Background: an optimization exercise with open tools, aiming at small area. Do not read the settings as production practice. The RTL was checked by simulation tests, not by an equivalence proof against the original design. No driver is modelled on the clock port, so clock power and skew are understated where the tree is cut down; a real chip needs a root buffer or a tree. No activity file was given, so power comes from the tool's default toggle rates.

==> module musec, before the edit <==
module musec(input clk, input rb, output buzzer, output [7:0] segs, output [3:0] bits);
	reg [16:0] dc;
	reg [1:0] lt;
	wire dz = dc[15:0] == 16'd0;
	wire dtick = dz & ~dc[16];
	always @(posedge clk) begin
		dc <= {dc[15:0], dc[16] ^ dc[13] ^ dz};
		lt <= lt ^ {lt[0] & dtick, dtick};
	end
	assign segs = {~lt[1] & lt[0], lt[1] | lt[0], lt[1] ^ lt[0], 3'b000, ~lt[1] | lt[0], 1'b1};
	assign bits = {lt[1] | lt[0], lt[1] | ~lt[0], ~lt[1] | lt[0], ~lt[1] | ~lt[0]};
	reg st;             
	reg buzz;
	reg [5:0] cur;
	reg stop;
	reg [13:0] tc;      
	reg [4:0] hc;       
	assign buzzer = buzz;
	wire c_lo = ~cur[5] & ~(cur[4] & cur[3]);          
	wire c_hi = ~cur[5] & cur[4] & cur[3];             
	wire c32 = cur[5] & ~cur[0];                       
	wire tlong = c32 | (c_lo & ~cur[1] & ~cur[0]);
	wire tone_lo = c_lo & cur[0];
	wire tone_hi = c_hi & ~cur[0];
	wire t1 = (tone_lo & ~cur[4] & ~cur[3]) | (tone_hi & cur[2] & cur[1]);
	wire t2 = (tone_lo & ~cur[4] & cur[3]) | (tone_hi & cur[2] & ~cur[1]);
	wire t3 = (tone_lo & cur[4] & ~cur[3]) | (tone_hi & ~cur[2] & cur[1]);
	wire t4 = tone_hi & ~cur[2] & ~cur[1];
	wire rest = ~(tlong | tone_lo | tone_hi);
	wire [13:0] ltv = ({14{tlong}} & 14'd13793) | ({14{(t1 | rest)}} & 14'd5625) | ({14{t2}} & 14'd10223) | ({14{t3}} & 14'd13271) | ({14{t4}} & 14'd971);
	wire ev = tc == 14'd11713;
	wire fin = buzz & ((tlong & hc == 5'd14) | (t1 & hc == 5'd11) | (t2 & hc == 5'd11) | (t3 & hc == 5'd22) | (t4 & hc == 5'd12) | (rest & hc == 5'd31));
	wire done = fin & ((tlong & tc == 14'd7188) | ((t1 | rest) & tc == 14'd5752) | (t2 & tc == 14'd10179) | (t3 & tc == 14'd16308) | (t4 & tc == 14'd2158));
	always @(posedge clk) begin
		if (st | ev) tc <= ltv;
		else tc <= {tc[12:0], tc[13] ^ tc[12]};
		hc <= ({5{st}} & 5'd1) | ({5{~st & ev & buzz}} & {hc[3:0], hc[4] ^ hc[2]}) | ({5{~st & ~(ev & buzz)}} & hc);
	end
	always @(posedge clk or posedge rb) begin
		if (rb) begin
			st <= 1'b1;
			buzz <= 1'b1;
			cur <= 6'd0;
			stop <= 1'b0;
		end else if (st) begin
			st <= 1'b0;
			buzz <= 1'b0;
		end else begin
			if (rest) buzz <= 1'b1;
			else if (ev) buzz <= ~buzz;
			if (done) begin
				st <= 1'b1;
				if (~cur[5] & (&cur[4:0]) & ~stop) begin
					cur <= 6'd1;
					stop <= 1'b1;
				end else if (~(cur[5] & cur[0]))
					cur <= cur ^ {&cur[4:0], &cur[3:0], &cur[2:0], &cur[1:0], cur[0], 1'b1};
			end
		end
	end
endmodule
export LEC_CHECK = 0
export CAP_MARGIN = 20
export CORE_MARGIN = 2
export CORE_UTILIZATION = 40
export SLEW_MARGIN = 20
create_clock -name core_clock -period 10.0 [get_ports {clk}]
standard.sh (not shown) runs the stock make flow with config.mk's settings and CLKGATE_MAP_FILE= SYNTH_SCRIPT=/design/flow/synth_recipe.tcl, a recipe that flattens the netlist after the stock synthesis.
==> flow/flow/run.sh <==
#!/bin/bash
# Standard synthesis, then an area-oriented re-mapping of its combinational logic
# (flip-flops untouched: same instances, names and cell types), then the standard flow's own
# standard layout steps from floorplan to finish.
set -euo pipefail
cd "$(dirname "$0")/.."
W=$PWD
R=$W/orfs/results/$FLOW_PLATFORM/musec/base
LIB=$FLOW_HOME/platforms/$FLOW_PLATFORM/lib/sky130_fd_sc_hd__tt_025C_1v80.lib

bash standard.sh synth > $W/1_standard_synth.log 2>&1

cp $R/1_2_yosys.v $W/1_2_yosys_standard.v
bash $W/flow/resyn_iter.sh $W/1_2_yosys_standard.v $W/1_2_yosys_resyn0.v $LIB ${NUM_CORES:-4} > $W/2_resyn.log 2>&1
# one tie cell for all constants
python3 $W/flow/merge_conb.py $W/1_2_yosys_resyn0.v $W/1_2_yosys_resyn1.v
if bash $W/flow/eqcheck.sh $W/1_2_yosys_standard.v $W/1_2_yosys_resyn1.v $LIB >> $W/2_resyn.log 2>&1; then
  cp $W/1_2_yosys_resyn1.v $W/1_2_yosys_resyn.v
else
  cp $W/1_2_yosys_resyn0.v $W/1_2_yosys_resyn.v
fi
# keep the standard synthesis's registers: same instance names and cell types
grep -oE 'sky130_fd_sc_hd__(df|edf|sdf)[a-z]+_[0-9]+ +[^ ]+' $W/1_2_yosys_standard.v | awk '{sub(/_[0-9]+$/,"",$1); print $1, $2}' | sort > $W/regs_standard.txt
grep -oE 'sky130_fd_sc_hd__(df|edf|sdf)[a-z]+_[0-9]+ +[^ ]+' $W/1_2_yosys_resyn.v | awk '{sub(/_[0-9]+$/,"",$1); print $1, $2}' | sort > $W/regs_resyn.txt
if cmp -s $W/regs_standard.txt $W/regs_resyn.txt; then
  cp $W/1_2_yosys_resyn.v $R/1_2_yosys.v
  rm -f $R/1_synth.odb $R/1_synth.sdc
else
  echo "resyn changed the registers; keeping the standard netlist" >> $W/2_resyn.log
fi

# CTS: the flip-flops (under 50) are split by position into a few groups, each driven
# by one clock buffer from the clock port (flow/mycts.tcl), in place of TritonCTS's
# tree. The rest of ORFS's cts step (legalisation, timing repair) is unchanged.
read CLKBUF NGROUPS < <(grep -v '^#' $W/flow/clkbuf.txt | head -1)
rm -rf $W/scripts
cp -r $FLOW_HOME/scripts $W/scripts
python3 - $W/scripts/cts.tcl "$W/flow/mycts.tcl" "$CLKBUF" "$NGROUPS" <<'PY'
import sys
p, tcl, buf, n = sys.argv[1:5]
s = open(p).read()
old = 'log_cmd clock_tree_synthesis {*}$cts_args'
assert old in s
s = s.replace(old, f"source {tcl}\nlog_cmd my_small_cts {buf} {n}")
open(p, 'w').write(s)
PY
# extra make settings for the layout steps, one per line
mapfile -t KNOBS < <(grep -v '^#' $W/flow/knobs.txt | grep .)
bash standard.sh "${KNOBS[@]}" SCRIPTS_DIR=$W/scripts finish > $W/3_layout.log 2>&1
Other scripts of this flow, unchanged in this note and not shown: flow/flow/clkbuf.txt, flow/flow/cutff.py, flow/flow/eqcheck.sh, flow/flow/knobs.txt, flow/flow/merge_conb.py, flow/flow/mycts.tcl, flow/flow/resyn.sh, flow/flow/resyn_iter.sh
Change:
--- a/flow/design.v
+++ b/flow/design.v
@@ -11,16 +11,15 @@
 	assign bits = {lt[1] | lt[0], lt[1] | ~lt[0], ~lt[1] | lt[0], ~lt[1] | ~lt[0]};
 	reg st;             
 	reg buzz;
 	reg [5:0] cur;
-	reg stop;
+	reg stop;           
 	reg [13:0] tc;      
 	reg [4:0] hc;       
 	assign buzzer = buzz;
-	wire c_lo = ~cur[5] & ~(cur[4] & cur[3]);          
-	wire c_hi = ~cur[5] & cur[4] & cur[3];             
-	wire c32 = cur[5] & ~cur[0];                       
-	wire tlong = c32 | (c_lo & ~cur[1] & ~cur[0]);
+	wire c_lo = ~stop & ~(cur[4] & cur[3]);            
+	wire c_hi = ~stop & cur[4] & cur[3];               
+	wire tlong = c_lo & ~cur[1] & ~cur[0];
 	wire tone_lo = c_lo & cur[0];
 	wire tone_hi = c_hi & ~cur[0];
 	wire t1 = (tone_lo & ~cur[4] & ~cur[3]) | (tone_hi & cur[2] & cur[1]);
 	wire t2 = (tone_lo & ~cur[4] & cur[3]) | (tone_hi & cur[2] & ~cur[1]);
@@ -49,13 +48,10 @@
 			if (rest) buzz <= 1'b1;
 			else if (ev) buzz <= ~buzz;
 			if (done) begin
 				st <= 1'b1;
-				if (~cur[5] & (&cur[4:0]) & ~stop) begin
-					cur <= 6'd1;
-					stop <= 1'b1;
-				end else if (~(cur[5] & cur[0]))
-					cur <= cur ^ {&cur[4:0], &cur[3:0], &cur[2:0], &cur[1:0], cur[0], 1'b1};
+				if (cur[5] & ~(|cur[4:0])) stop <= 1'b1;
+				cur <= {cur[5] | (&cur[4:0]), cur[4:1] ^ {&cur[3:0], &cur[2:0], &cur[1:0], cur[0]}, ~cur[0] | ((&cur[4:0]) & ~cur[5])};
 			end
 		end
 	end
 endmodule
=>
- first-iteration DRC count rises by 35%
- wire length rises by 5.6%
- setup slack is worse by 710 ps
- sequential power hardly moves
- via count rises by 1.8%
- die area rises by 0.42%
In every run of this note, the design's own scripts or RTL, not TritonCTS, make the clock network.

[re-timing with driven ports]
The flow's constraints put no driver on any port. The routed layouts listed below were extracted and timed again, unchanged, in two steps. Step 1 sets driving cells, clkbuf_16 on the clock port and buf_2 on the other inputs (assumed; they add their load-dependent delay and slew). Step 2 adds t to the input delays and takes it off the output delays; t is the mean of the earliest and latest rising clock arrival at the registers after step 1. Input paths then give back, and output paths get back, about the clock's delay inside the block. Slacks: ideal / step 1 / step 2; pairs: ideal / step 1.
| run | shift t [ns] | slack for setup (ns) | worst slew at a driven data input, ns | cell pins on the clock port's net |
|---|---|---|---|---|
| the first run | 0.195 | 6.926 / 6.883 / 7.026 | 0.03 | 3 |
| the second run | 0.195 | 6.211 / 6.211 / 6.211 | 0.03 | 3 |
After both steps setup and hold are still met in every run listed.
